Source: an optimization exercise on an open RTL-to-GDS flow (aim: small area). Production flows keep margins and buffers that such runs may drop.
In this exercise RTL edits were held to simulation tests only and were not proved equivalent to the original.
Power and IR drop assume default switching activity.

==> 04-26 <==
Design MIPS, start of the top module:
module MIPS(input logic Clk, input logic reset,
			input  logic [31:0] MemData,
			output logic [31:0] Address,
			output logic [31:0] WriteDataMem,
			output logic [04:0] WriteRegister,
			output logic [31:0] WriteDataReg,
			output logic wr,
			output logic RegWrite
  );
clock: 22.0 ns
lec_check: 0
cap_margin: 5
core_margin: 2
core_utilization: 40
cts_buf_list: sky130_fd_sc_hd__clkbuf_16
cts_cluster_diameter: 60
cts_cluster_size: 20
slew_margin: 5
synth_hierarchical: 1
synth_memory_max_bits: 8192
run.sh (not shown) runs the stock make flow with config.mk's settings and CLKGATE_MAP_FILE= SYNTH_SCRIPT=/design/flow/synth_recipe.tcl, a recipe that flattens the netlist after the stock synthesis.
==> inputs of 10-15, as changes to 04-26 <==
==> flow/flow/run.sh (new file) <==
#!/bin/bash
# Own layout flow: the standard flow (standard.sh) with these changes,
# all made through ORFS's own variables and Yosys's own commands:
#   - synthesis is synth_recipe.tcl except that ORFS's liberty mapping step
#     (made after the flip-flops are mapped, as in the standard synthesis)
#     maps the register file, control, shifter and top-level datapath with
#     an area-oriented ABC script (flow/abc_area_nobuf.script: dc2, dch,
#     amap), and the adder modules with ORFS's
#     speed script (flow/split_synth.tcl);
#   - port buffers are sky130_fd_sc_hd__buf_1 (every port still gets one);
#   - clock-tree synthesis inserts no dummy loads, and clusters sinks 10 at
#     a time within 35 um, with clkbuf_4 only.
# Each tool's output: synth_make.log and flow_make.log here, and ORFS's own
# per-step logs under orfs/logs/.
set -euo pipefail
W=$(pwd)
export BUFFER_PORTS_ARGS="-buffer_cell sky130_fd_sc_hd__buf_1"
export CTS_ARGS="-sink_clustering_enable -repair_clock_nets -dont_use_dummy_load -sink_clustering_size 10 -sink_clustering_max_diameter 35 -buf_list sky130_fd_sc_hd__clkbuf_4"
export ABC_SPEED_MODULES="mips_add mips_add16"
export ABC_ALT_MODULES="MIPS mips_rf mips_shift mips_ctl"
export ABC_ALT_SCRIPT="$W/flow/abc_area_nobuf.script"
make -C "$FLOW_HOME" DESIGN_CONFIG="$W/config.mk" WORK_HOME="$W/orfs" CLKGATE_MAP_FILE= \
  SYNTH_SCRIPT="$W/flow/split_synth.tcl" synth > synth_make.log 2>&1
bash standard.sh > flow_make.log 2>&1
==> flow/flow/abc_area_nobuf.script (new file) <==
strash
dc2
dch
amap
==> flow/flow/split_synth.tcl (new file) <==
# The standard flow's synthesis script (synth_recipe.tcl) with one change: ORFS's liberty
# mapping step (its one "abc" call, made after the flip-flops are mapped, so
# the registers are the standard synthesis's) maps the modules in
# ABC_ALT_MODULES with the ABC script ABC_ALT_SCRIPT and the modules in
# ABC_SPEED_MODULES with the script ORFS chose.
proc synth {args} { yosys synth -nofsm -noshare {*}$args }
proc abc {args} {
  set i [lsearch -exact $args -script]
  set alt_args [lreplace $args [expr {$i + 1}] [expr {$i + 1}] $::env(ABC_ALT_SCRIPT)]
  yosys abc {*}$args {*}$::env(ABC_SPEED_MODULES)
  yosys abc {*}$alt_args {*}$::env(ABC_ALT_MODULES)
}
source $::env(SCRIPTS_DIR)/synth.tcl
# left out here: clear keep_hierarchy, flatten, clean up, hide names made inside functions, write 1_2_yosys.v
==> flow/standard.sh (new file) <==
#!/bin/bash
# synth_recipe.tcl (not shown) runs the flow's synth.tcl, then flattens the netlist and writes it again
# the make line also repeats each setting of config.mk as NAME=value (left out here)
make -C /OpenROAD-flow-scripts/flow DESIGN_CONFIG=/design/flow/config.mk WORK_HOME=/design/flow/orfs CLKGATE_MAP_FILE= SYNTH_SCRIPT=/design/flow/synth_recipe.tcl "${@:-finish}"
Settings changed: CORE_UTILIZATION 40 to 45, CTS_BUF_LIST sky130_fd_sc_hd__clkbuf_16 to sky130_fd_sc_hd__clkbuf_4, CTS_CLUSTER_DIAMETER 60 to 35, CTS_CLUSTER_SIZE 20 to 10.
removed: flow/run.sh
==> summary.txt <==
Clock Tree Root=clkbuf_16; Critical Path Fanout Max=57; period utilization=approximately 86%; Logic power comb=roughly 1.8 mW; Slowest-stage cell, CP=mux2_4; vias in the first global route=40,211; clk pwr=between 1.5 and 2 mW; status=finished clean; post-route setup slack=3120 ps; Adder-Cell Fraction of Synth Area=2.42%; later-pin clock latency in the skew report=about 780 ps; met2 wire length=103,000 um
the above is filed under 04-26

==> summary.txt <==
Adder-Cell Fraction of Synth Area=between 2 and 3%; period utilization=91.5%; status=finished clean; clk pwr=1.15 mW; vias in the first global route=37,757; post-route setup slack=1870 ps; later-pin clock latency in the skew report=1220 ps
the above is filed under 10-15


---

==> run M: inputs <==
Another version of the RTL of MIPS (not shown whole).
clock: 22.0 ns
lec_check: 0
cap_margin: 10
core_margin: 2
core_utilization: 45
cts_buf_list: sky130_fd_sc_hd__clkbuf_4
cts_cluster_diameter: 35
cts_cluster_size: 10
slew_margin: 10
synth_hierarchical: 1
synth_memory_max_bits: 8192
standard.sh (not shown) runs the stock make flow with config.mk's settings and CLKGATE_MAP_FILE= SYNTH_SCRIPT=/design/flow/synth_recipe.tcl, a recipe that flattens the netlist after the stock synthesis.
==> flow/flow/run.sh <==
#!/bin/bash
# Own layout flow: the standard flow (standard.sh) with these changes,
# all made through ORFS's own variables and Yosys's own commands:
#   - synthesis is synth_recipe.tcl except that ORFS's liberty mapping step
#     (made after the flip-flops are mapped, as in the standard synthesis)
#     maps the register file, control, shifter and top-level datapath with
#     an area-oriented ABC script (flow/abc_area_nobuf.script: fraig, dc2, dch,
#     amap), and the adder modules with ORFS's
#     speed script (flow/split_synth.tcl);
#   - port buffers are sky130_fd_sc_hd__buf_1 (every port still gets one);
#   - clock-tree synthesis inserts no dummy loads, and clusters sinks 10 at
#     a time within 35 um, with clkbuf_4 only.
# Each tool's output: synth_make.log and flow_make.log here, and ORFS's own
# per-step logs under orfs/logs/.
set -euo pipefail
W=$(pwd)
export BUFFER_PORTS_ARGS="-buffer_cell sky130_fd_sc_hd__buf_1"
export CTS_ARGS="-sink_clustering_enable -repair_clock_nets -dont_use_dummy_load -sink_clustering_size 10 -sink_clustering_max_diameter 35 -buf_list sky130_fd_sc_hd__clkbuf_4"
export ABC_SPEED_MODULES="mips_add mips_add16"
export ABC_ALT_MODULES="MIPS mips_rf mips_shift mips_ctl"
export ABC_ALT_SCRIPT="$W/flow/abc_area_nobuf.script"
make -C "$FLOW_HOME" DESIGN_CONFIG="$W/config.mk" WORK_HOME="$W/orfs" CLKGATE_MAP_FILE= \
  SYNTH_SCRIPT="$W/flow/split_synth.tcl" synth > synth_make.log 2>&1
bash standard.sh > flow_make.log 2>&1
==> flow/flow/abc_area_nobuf.script <==
strash
fraig
dc2
dch
amap
==> flow/flow/split_synth.tcl <==
# The standard flow's synthesis script (synth_recipe.tcl) with one change: ORFS's liberty
# mapping step (its one "abc" call, made after the flip-flops are mapped, so
# the registers are the standard synthesis's) maps the modules in
# ABC_ALT_MODULES with the ABC script ABC_ALT_SCRIPT and the modules in
# ABC_SPEED_MODULES with the script ORFS chose.
proc synth {args} { yosys synth -nofsm -noshare {*}$args }
proc abc {args} {
  set i [lsearch -exact $args -script]
  set alt_args [lreplace $args [expr {$i + 1}] [expr {$i + 1}] $::env(ABC_ALT_SCRIPT)]
  yosys abc {*}$args {*}$::env(ABC_SPEED_MODULES)
  yosys abc {*}$alt_args {*}$::env(ABC_ALT_MODULES)
}
source $::env(SCRIPTS_DIR)/synth.tcl
# left out here: clear keep_hierarchy, flatten, clean up, hide names made inside functions, write 1_2_yosys.v
==> run C: changes against run M <==
--- a/flow/design.v
+++ b/flow/design.v
@@ -5,13 +5,12 @@
 			output logic [04:0] WriteRegister,
 			output logic [31:0] WriteDataReg,
 			output logic wr,
 			output logic RegWrite
   );
 	logic [31:0] PC, EPC, IR, A, HI, LO;
-	logic        eq;
 	wire [5:0]  op    = IR[31:26];
 	wire [4:0]  rt    = IR[20:16];
 	wire [4:0]  rd    = IR[15:11];
 	wire [4:0]  shamt = IR[10:6];
 	wire [5:0]  funct = IR[5:0];
 	wire [15:0] imm   = IR[15:0];
@@ -21,28 +20,28 @@
 	logic rB, r4, rImm, rBoff, rFF, rFFFF;
 	logic aSub, aAnd, aXor;
 	logic adAlu, adExc;
 	logic wRes, w227, wLt, wLui, wSh, wMem;
 	logic wrRd, wr29, wr31;
 	logic pcLd, pRes, pJmp, pA, pEPC;
-	logic epcLd, irLd, aLdB, aLdMem, aExcHi, eqLd, mInit, mStep, rdF2;
+	logic epcLd, irLd, aLdB, aLdMem, aExcHi, mInit, mStep, rdRs;
 	logic ovf, lt;
 	mips_ctl u_ctl (
 		.Clk(Clk), .reset(reset), .IR(IR), .ovf(ovf), .eq(eq), .lo0(LO[0]),
 		.lPC(lPC), .lA(lA), .lHI(lHI), .lLO(lLO),
 		.rB(rB), .r4(r4), .rImm(rImm), .rBoff(rBoff), .rFF(rFF), .rFFFF(rFFFF),
 		.aSub(aSub), .aAnd(aAnd), .aXor(aXor),
 		.adAlu(adAlu), .adExc(adExc), .wr(wr),
 		.RegWrite(RegWrite), .wRes(wRes), .w227(w227), .wLt(wLt), .wLui(wLui),
 		.wSh(wSh), .wMem(wMem),
 		.wrRd(wrRd), .wr29(wr29), .wr31(wr31),
 		.pcLd(pcLd), .pRes(pRes), .pJmp(pJmp), .pA(pA), .pEPC(pEPC),
 		.epcLd(epcLd), .irLd(irLd), .aLdB(aLdB), .aLdMem(aLdMem), .aExcHi(aExcHi),
-		.eqLd(eqLd), .mInit(mInit), .mStep(mStep), .rdF2(rdF2)
+		.mInit(mInit), .mStep(mStep), .rdRs(rdRs)
 	);
-	wire [4:0]  raddr = rdF2 ? MemData[25:21] : rt;
+	wire [4:0]  raddr = rdRs ? IR[25:21] : rt;
 	logic [31:0] B;
 	mips_rf u_rf (.Clk(Clk), .reset(reset), .we(RegWrite), .wa(WriteRegister),
 	              .wd(WriteDataReg), .ra(raddr), .rd(B));
 	wire [31:0] L = ({32{lPC}} & PC) | ({32{lA}} & A) | ({32{lHI}} & HI) | ({32{lLO}} & LO);
 	wire [31:0] R = ({32{rB}} & B) | ({32{r4}} & 32'd4) | ({32{rImm}} & simm) | ({32{rBoff}} & boff) |
 	                {16'd0, {8{rFFFF}}, {8{rFF | rFFFF}}};
@@ -78,15 +77,13 @@
 		if (irLd) IR <= MemData;
 	end
 	always_ff @(posedge Clk) begin
 		if (aLdB)        A <= B;
 		else if (aLdMem) A[15:0] <= {MemData[15:8], aExcHi ? MemData[15:8] : MemData[7:0]};
 	end
-	always_ff @(posedge Clk) begin
-		if (eqLd) eq <= (res == 32'd0);
-	end
+	wire eq = (A == B);
 	always_ff @(posedge Clk) begin
 		if (reset) begin
 			HI <= 32'd0;
 			LO <= 32'd0;
 		end else if (mInit) begin
 			HI <= 32'd0;
@@ -105,13 +102,13 @@
 	output logic        rB, r4, rImm, rBoff, rFF, rFFFF,
 	output logic        aSub, aAnd, aXor,
 	output logic        adAlu, adExc, wr,
 	output logic        RegWrite, wRes, w227, wLt, wLui, wSh, wMem,
 	output logic        wrRd, wr29, wr31,
 	output logic        pcLd, pRes, pJmp, pA, pEPC,
-	output logic        epcLd, irLd, aLdB, aLdMem, aExcHi, eqLd, mInit, mStep, rdF2
+	output logic        epcLd, irLd, aLdB, aLdMem, aExcHi, mInit, mStep, rdRs
 );
 	localparam logic [5:0]
 		S_RESET  = 6'd0,  S_FETCH  = 6'd1,  S_F1    = 6'd2,  S_F2    = 6'd3,
 		S_DECODE = 6'd4,  S_ALU    = 6'd5,  S_BEQ   = 6'd6,  S_JALC  = 6'd7,
 		S_RTE    = 6'd8,  S_NOP    = 6'd9,  S_BREAK = 6'd10, S_MULT0 = 6'd11,
 		S_MULT1  = 6'd12, S_MFX    = 6'd13, S_SH1   = 6'd14, S_SH2   = 6'd15,
@@ -149,13 +146,12 @@
 		aSub = 1'b0; aAnd = 1'b0; aXor = 1'b0;
 		case (state)
 			S_F2:     begin lPC = 1'b1; lA = 1'b0; r4 = 1'b1; rImm = 1'b0; end
 			S_EX1:    begin lPC = 1'b1; lA = 1'b0; r4 = 1'b1; rImm = 1'b0; aSub = 1'b1; end
 			S_ALU, S_WB: begin rB = rtype; rImm = ~rtype; aSub = iSub; aAnd = iAnd; aXor = iXor; end
 			S_SLT:    begin rB = rtype; rImm = ~rtype; aSub = 1'b1; end
-			S_DECODE: begin rB = 1'b1; rImm = 1'b0; aXor = 1'b1; end
 			S_J, S_JR, S_BEQ: begin lPC = 1'b1; lA = 1'b0; rBoff = 1'b1; rImm = 1'b0; end
 			S_MULT1:  begin lHI = 1'b1; lA = 1'b0; rB = lo0; rImm = 1'b0; end
 			S_JAL31:  begin lPC = 1'b1; lA = 1'b0; rImm = 1'b0; end
 			S_MFST:   begin lHI = ~funct[1]; lLO = funct[1]; lA = 1'b0; rImm = 1'b0; end
 			S_LB3:    begin rImm = 1'b0; rFF = ~op[0]; rFFFF = op[0]; aAnd = 1'b1; end
 			S_EXLD:   begin rImm = 1'b0; rFF = 1'b1; aAnd = 1'b1; end
@@ -179,15 +175,14 @@
 	assign pJmp = (state == S_J) | (state == S_JAL31);
 	assign pA   = (state == S_JR);
 	assign pEPC = (state == S_RTE);
 	assign pcLd = (state == S_F2) | ((state == S_BEQ) & (eq ^ op[0])) | pJmp | pA | pEPC | (state == S_EXLD);
 	assign epcLd  = (state == S_EX1);
 	assign irLd   = (state == S_F2);
-	assign rdF2   = (state == S_F2);
-	assign aLdB   = (state == S_F2);
-	assign eqLd   = (state == S_DECODE);
+	assign rdRs   = (state == S_DECODE);
+	assign aLdB   = (state == S_DECODE);
 	assign aLdMem = (state == S_LBD2) | (state == S_EXD2);
 	assign aExcHi = (state == S_EXD2) & ~trapov;
 	assign mInit  = (state == S_MULT0);
 	assign mStep  = (state == S_MULT1) & ~cnt[5];
 	always_comb begin
 		nstate = S_FETCH;
--- a/flow/flow/run.sh
+++ b/flow/flow/run.sh
@@ -1,14 +1,14 @@
 #!/bin/bash
 # Own layout flow: the standard flow (standard.sh) with these changes,
 # all made through ORFS's own variables and Yosys's own commands:
 #   - synthesis is synth_recipe.tcl except that ORFS's liberty mapping step
 #     (made after the flip-flops are mapped, as in the standard synthesis)
 #     maps the register file, control, shifter and top-level datapath with
-#     an area-oriented ABC script (flow/abc_area_nobuf.script: fraig, dc2, dch,
-#     amap), and the adder modules with ORFS's
+#     an area-oriented ABC script (flow/abc_area_nobuf.script: fraig, dc2, dch -f,
+#     amap -m), and the adder modules with ORFS's
 #     speed script (flow/split_synth.tcl);
 #   - port buffers are sky130_fd_sc_hd__buf_1 (every port still gets one);
 #   - clock-tree synthesis inserts no dummy loads, and clusters sinks 10 at
 #     a time within 35 um, with clkbuf_4 only.
 # Each tool's output: synth_make.log and flow_make.log here, and ORFS's own
 # per-step logs under orfs/logs/.
==> flow/flow/abc_area_nobuf.script (replaced) <==
strash
fraig
dc2
dch -f
amap -m
==> flow/config.mk (replaced) <==
export PLATFORM = sky130hd
export DESIGN_NAME = MIPS
export DESIGN_NICKNAME = MIPS
export VERILOG_FILES = /design/flow/design.v
export SDC_FILE = /design/flow/constraint.sdc
export NUM_CORES = 4
export LEC_CHECK = 0
export CAP_MARGIN = 5
export CORE_MARGIN = 2
export CORE_UTILIZATION = 45
export CTS_BUF_LIST = sky130_fd_sc_hd__clkbuf_4
export CTS_CLUSTER_DIAMETER = 35
export CTS_CLUSTER_SIZE = 10
export SLEW_MARGIN = 5
export SYNTH_HIERARCHICAL = 1
export SYNTH_MEMORY_MAX_BITS = 8192
==> run H: changes against run M <==
--- a/flow/design.v
+++ b/flow/design.v
@@ -5,13 +5,12 @@
 			output logic [04:0] WriteRegister,
 			output logic [31:0] WriteDataReg,
 			output logic wr,
 			output logic RegWrite
   );
 	logic [31:0] PC, EPC, IR, A, HI, LO;
-	logic        eq;
 	wire [5:0]  op    = IR[31:26];
 	wire [4:0]  rt    = IR[20:16];
 	wire [4:0]  rd    = IR[15:11];
 	wire [4:0]  shamt = IR[10:6];
 	wire [5:0]  funct = IR[5:0];
 	wire [15:0] imm   = IR[15:0];
@@ -21,28 +20,28 @@
 	logic rB, r4, rImm, rBoff, rFF, rFFFF;
 	logic aSub, aAnd, aXor;
 	logic adAlu, adExc;
 	logic wRes, w227, wLt, wLui, wSh, wMem;
 	logic wrRd, wr29, wr31;
 	logic pcLd, pRes, pJmp, pA, pEPC;
-	logic epcLd, irLd, aLdB, aLdMem, aExcHi, eqLd, mInit, mStep, rdF2;
+	logic epcLd, irLd, aLdB, aLdMem, aExcHi, mInit, mStep, rdRs;
 	logic ovf, lt;
 	mips_ctl u_ctl (
 		.Clk(Clk), .reset(reset), .IR(IR), .ovf(ovf), .eq(eq), .lo0(LO[0]),
 		.lPC(lPC), .lA(lA), .lHI(lHI), .lLO(lLO),
 		.rB(rB), .r4(r4), .rImm(rImm), .rBoff(rBoff), .rFF(rFF), .rFFFF(rFFFF),
 		.aSub(aSub), .aAnd(aAnd), .aXor(aXor),
 		.adAlu(adAlu), .adExc(adExc), .wr(wr),
 		.RegWrite(RegWrite), .wRes(wRes), .w227(w227), .wLt(wLt), .wLui(wLui),
 		.wSh(wSh), .wMem(wMem),
 		.wrRd(wrRd), .wr29(wr29), .wr31(wr31),
 		.pcLd(pcLd), .pRes(pRes), .pJmp(pJmp), .pA(pA), .pEPC(pEPC),
 		.epcLd(epcLd), .irLd(irLd), .aLdB(aLdB), .aLdMem(aLdMem), .aExcHi(aExcHi),
-		.eqLd(eqLd), .mInit(mInit), .mStep(mStep), .rdF2(rdF2)
+		.mInit(mInit), .mStep(mStep), .rdRs(rdRs)
 	);
-	wire [4:0]  raddr = rdF2 ? MemData[25:21] : rt;
+	wire [4:0]  raddr = rdRs ? IR[25:21] : rt;
 	logic [31:0] B;
 	mips_rf u_rf (.Clk(Clk), .reset(reset), .we(RegWrite), .wa(WriteRegister),
 	              .wd(WriteDataReg), .ra(raddr), .rd(B));
 	wire [31:0] L = ({32{lPC}} & PC) | ({32{lA}} & A) | ({32{lHI}} & HI) | ({32{lLO}} & LO);
 	wire [31:0] R = ({32{rB}} & B) | ({32{r4}} & 32'd4) | ({32{rImm}} & simm) | ({32{rBoff}} & boff) |
 	                {16'd0, {8{rFFFF}}, {8{rFF | rFFFF}}};
@@ -78,15 +77,13 @@
 		if (irLd) IR <= MemData;
 	end
 	always_ff @(posedge Clk) begin
 		if (aLdB)        A <= B;
 		else if (aLdMem) A[15:0] <= {MemData[15:8], aExcHi ? MemData[15:8] : MemData[7:0]};
 	end
-	always_ff @(posedge Clk) begin
-		if (eqLd) eq <= (res == 32'd0);
-	end
+	wire eq = (A == B);
 	always_ff @(posedge Clk) begin
 		if (reset) begin
 			HI <= 32'd0;
 			LO <= 32'd0;
 		end else if (mInit) begin
 			HI <= 32'd0;
@@ -105,13 +102,13 @@
 	output logic        rB, r4, rImm, rBoff, rFF, rFFFF,
 	output logic        aSub, aAnd, aXor,
 	output logic        adAlu, adExc, wr,
 	output logic        RegWrite, wRes, w227, wLt, wLui, wSh, wMem,
 	output logic        wrRd, wr29, wr31,
 	output logic        pcLd, pRes, pJmp, pA, pEPC,
-	output logic        epcLd, irLd, aLdB, aLdMem, aExcHi, eqLd, mInit, mStep, rdF2
+	output logic        epcLd, irLd, aLdB, aLdMem, aExcHi, mInit, mStep, rdRs
 );
 	localparam logic [5:0]
 		S_RESET  = 6'd0,  S_FETCH  = 6'd1,  S_F1    = 6'd2,  S_F2    = 6'd3,
 		S_DECODE = 6'd4,  S_ALU    = 6'd5,  S_BEQ   = 6'd6,  S_JALC  = 6'd7,
 		S_RTE    = 6'd8,  S_NOP    = 6'd9,  S_BREAK = 6'd10, S_MULT0 = 6'd11,
 		S_MULT1  = 6'd12, S_MFX    = 6'd13, S_SH1   = 6'd14, S_SH2   = 6'd15,
@@ -149,13 +146,12 @@
 		aSub = 1'b0; aAnd = 1'b0; aXor = 1'b0;
 		case (state)
 			S_F2:     begin lPC = 1'b1; lA = 1'b0; r4 = 1'b1; rImm = 1'b0; end
 			S_EX1:    begin lPC = 1'b1; lA = 1'b0; r4 = 1'b1; rImm = 1'b0; aSub = 1'b1; end
 			S_ALU, S_WB: begin rB = rtype; rImm = ~rtype; aSub = iSub; aAnd = iAnd; aXor = iXor; end
 			S_SLT:    begin rB = rtype; rImm = ~rtype; aSub = 1'b1; end
-			S_DECODE: begin rB = 1'b1; rImm = 1'b0; aXor = 1'b1; end
 			S_J, S_JR, S_BEQ: begin lPC = 1'b1; lA = 1'b0; rBoff = 1'b1; rImm = 1'b0; end
 			S_MULT1:  begin lHI = 1'b1; lA = 1'b0; rB = lo0; rImm = 1'b0; end
 			S_JAL31:  begin lPC = 1'b1; lA = 1'b0; rImm = 1'b0; end
 			S_MFST:   begin lHI = ~funct[1]; lLO = funct[1]; lA = 1'b0; rImm = 1'b0; end
 			S_LB3:    begin rImm = 1'b0; rFF = ~op[0]; rFFFF = op[0]; aAnd = 1'b1; end
 			S_EXLD:   begin rImm = 1'b0; rFF = 1'b1; aAnd = 1'b1; end
@@ -179,15 +175,14 @@
 	assign pJmp = (state == S_J) | (state == S_JAL31);
 	assign pA   = (state == S_JR);
 	assign pEPC = (state == S_RTE);
 	assign pcLd = (state == S_F2) | ((state == S_BEQ) & (eq ^ op[0])) | pJmp | pA | pEPC | (state == S_EXLD);
 	assign epcLd  = (state == S_EX1);
 	assign irLd   = (state == S_F2);
-	assign rdF2   = (state == S_F2);
-	assign aLdB   = (state == S_F2);
-	assign eqLd   = (state == S_DECODE);
+	assign rdRs   = (state == S_DECODE);
+	assign aLdB   = (state == S_DECODE);
 	assign aLdMem = (state == S_LBD2) | (state == S_EXD2);
 	assign aExcHi = (state == S_EXD2) & ~trapov;
 	assign mInit  = (state == S_MULT0);
 	assign mStep  = (state == S_MULT1) & ~cnt[5];
 	always_comb begin
 		nstate = S_FETCH;
==> flow/flow/run.sh (replaced) <==
#!/bin/bash
# Own layout flow: the standard flow (standard.sh) with these changes,
# all made through ORFS's own variables and Yosys's own commands:
#   - synthesis is synth_recipe.tcl except that ORFS's liberty mapping step
#     (made after the flip-flops are mapped, as in the standard synthesis)
#     maps the register file, control, shifter and top-level datapath with
#     an area-oriented ABC script (flow/abc_area_nobuf.script: dc2, dch,
#     amap, then gate sizing), and the adder modules with ORFS's
#     speed script (flow/split_synth.tcl);
#   - port buffers are sky130_fd_sc_hd__buf_1 (every port still gets one);
#   - clock-tree synthesis inserts no dummy loads, and clusters sinks 20 at
#     a time within 60 um, with clkbuf_16 only.
# Each tool's output: synth_make.log and flow_make.log here, and ORFS's own
# per-step logs under orfs/logs/.
set -euo pipefail
W=$(pwd)
export BUFFER_PORTS_ARGS="-buffer_cell sky130_fd_sc_hd__buf_1"
export CTS_ARGS="-sink_clustering_enable -repair_clock_nets -dont_use_dummy_load -sink_clustering_size 20 -sink_clustering_max_diameter 60 -buf_list sky130_fd_sc_hd__clkbuf_16"
export ABC_SPEED_MODULES="mips_add mips_add16"
export ABC_ALT_MODULES="MIPS mips_rf mips_shift mips_ctl"
export ABC_ALT_SCRIPT="$W/flow/abc_area_nobuf.script"
make -C "$FLOW_HOME" DESIGN_CONFIG="$W/config.mk" WORK_HOME="$W/orfs" CLKGATE_MAP_FILE= \
  SYNTH_SCRIPT="$W/flow/split_synth.tcl" synth > synth_make.log 2>&1
bash standard.sh > flow_make.log 2>&1
==> flow/flow/abc_area_nobuf.script (replaced) <==
strash
dc2
dch
amap
topo
stime -c
upsize -c
dnsize -c
==> flow/config.mk (replaced) <==
export PLATFORM = sky130hd
export DESIGN_NAME = MIPS
export DESIGN_NICKNAME = MIPS
export VERILOG_FILES = /design/flow/design.v
export SDC_FILE = /design/flow/constraint.sdc
export NUM_CORES = 4
export LEC_CHECK = 0
export CAP_MARGIN = 5
export CORE_MARGIN = 2
export CORE_UTILIZATION = 40
export CTS_BUF_LIST = sky130_fd_sc_hd__clkbuf_16
export CTS_CLUSTER_DIAMETER = 60
export CTS_CLUSTER_SIZE = 20
export SLEW_MARGIN = 5
export SYNTH_HIERARCHICAL = 1
export SYNTH_MEMORY_MAX_BITS = 8192
==> summary.txt <==
STA
  – Period utilisation layout: 86.51%
  – Worst slew pin tran: 1.338 ns

Critical path
  – Arrival time worst endpoint: 14.63 ns

Power
  – Clk pwr: 1590 uW

Clocking
  – Clock transition at the registers of the reported paths: 0.05 ns

Logic synthesis
  – Post-synth net total: 3843

Route
  – Detailed-route wire length on metal 1: 81.49 mm
  – Detailed route wirelength on metal2: 95.25 mm

Status
  – Run status: no timing/DRC/antenna violations

Finish
  – Final non-filler cell total: 5881
-- figures above: run H

==> summary.txt <==
Status
  – Run status: finished with violations
  – Violated checks: capacitance limit

Logic synthesis
  – Post-synth net total: 3721

Power
  – Clk pwr: 1150 uW

Finish
  – Final non-filler cell total: 5641

Run
  – Max Cap Violations: 1

Route
  – Detailed-route wire length on metal 1: 76.08 mm

Clocking
  – Clock transition at the registers of the reported paths: 0.09 ns

STA
  – Period utilisation layout: 94.24%
  – Worst slew pin tran: 1.432 ns

Critical path
  – Buffers plus inverters on the worst setup path: 8
  – Arrival time worst endpoint: 16.33 ns
-- figures above: run C

==> summary.txt <==
Floorplanning
  – Floorplan die width: 342.1 um

Finish
  – Non-clk buf share: 3.647%
  – N_diodes: 17
  – Final non-filler cell total: 5658

Logic synthesis
  – Post-synth net total: 3716

Min path
  – Hold wc startpoint: LO[18]

STA
  – Period utilisation layout: 94.86%
  – Worst slew pin tran: 1.366 ns

Route
  – Detailed-route wire length on metal 1: 75.60 mm

Critical path
  – Arrival time worst endpoint: 16.47 ns

Power
  – Clk pwr: 1150 uW

Status
  – Run status: no timing/DRC/antenna violations
-- figures above: run M

separate check: timing with driven ports:
The flow's constraints put no driver on any port. The routed layouts listed below were extracted and timed again, unchanged, in two steps. Step 1 sets driving cells, clkbuf_16 on the clock port and buf_2 on the other inputs (assumed; they add their load-dependent delay and slew). Step 2, shift: input delay + t, output delay - t, t = (earliest + latest rising clock arrival at the registers) / 2. This alone moves slack from input paths to output paths. Three values: ideal, step 1, step 2; two values: the first two.
run	t (ns)	slack for setup (ns)	worst setup path at the end	slew at the worst register clock pin (ns)	pins driven straight from the clock port
04-26	0.811	3.123 / 3.046 / 3.857	register to output	0.08 / 0.08	1
10-15	1.187	1.874 / 1.806 / 2.992	register to output	0.11 / 0.11	1
run M	1.256	1.131 / 1.038 / 1.038	input to output	0.12 / 0.12	1
run C	1.212	1.267 / 1.198 / 2.410	register to output	0.11 / 0.11	1
run H	0.789	2.968 / 2.894 / 3.683	register to output	0.08 / 0.08	1
The setup slack of run M, which loses most, moves by -0.093 ns with the drivers and by -0.093 ns with both steps.
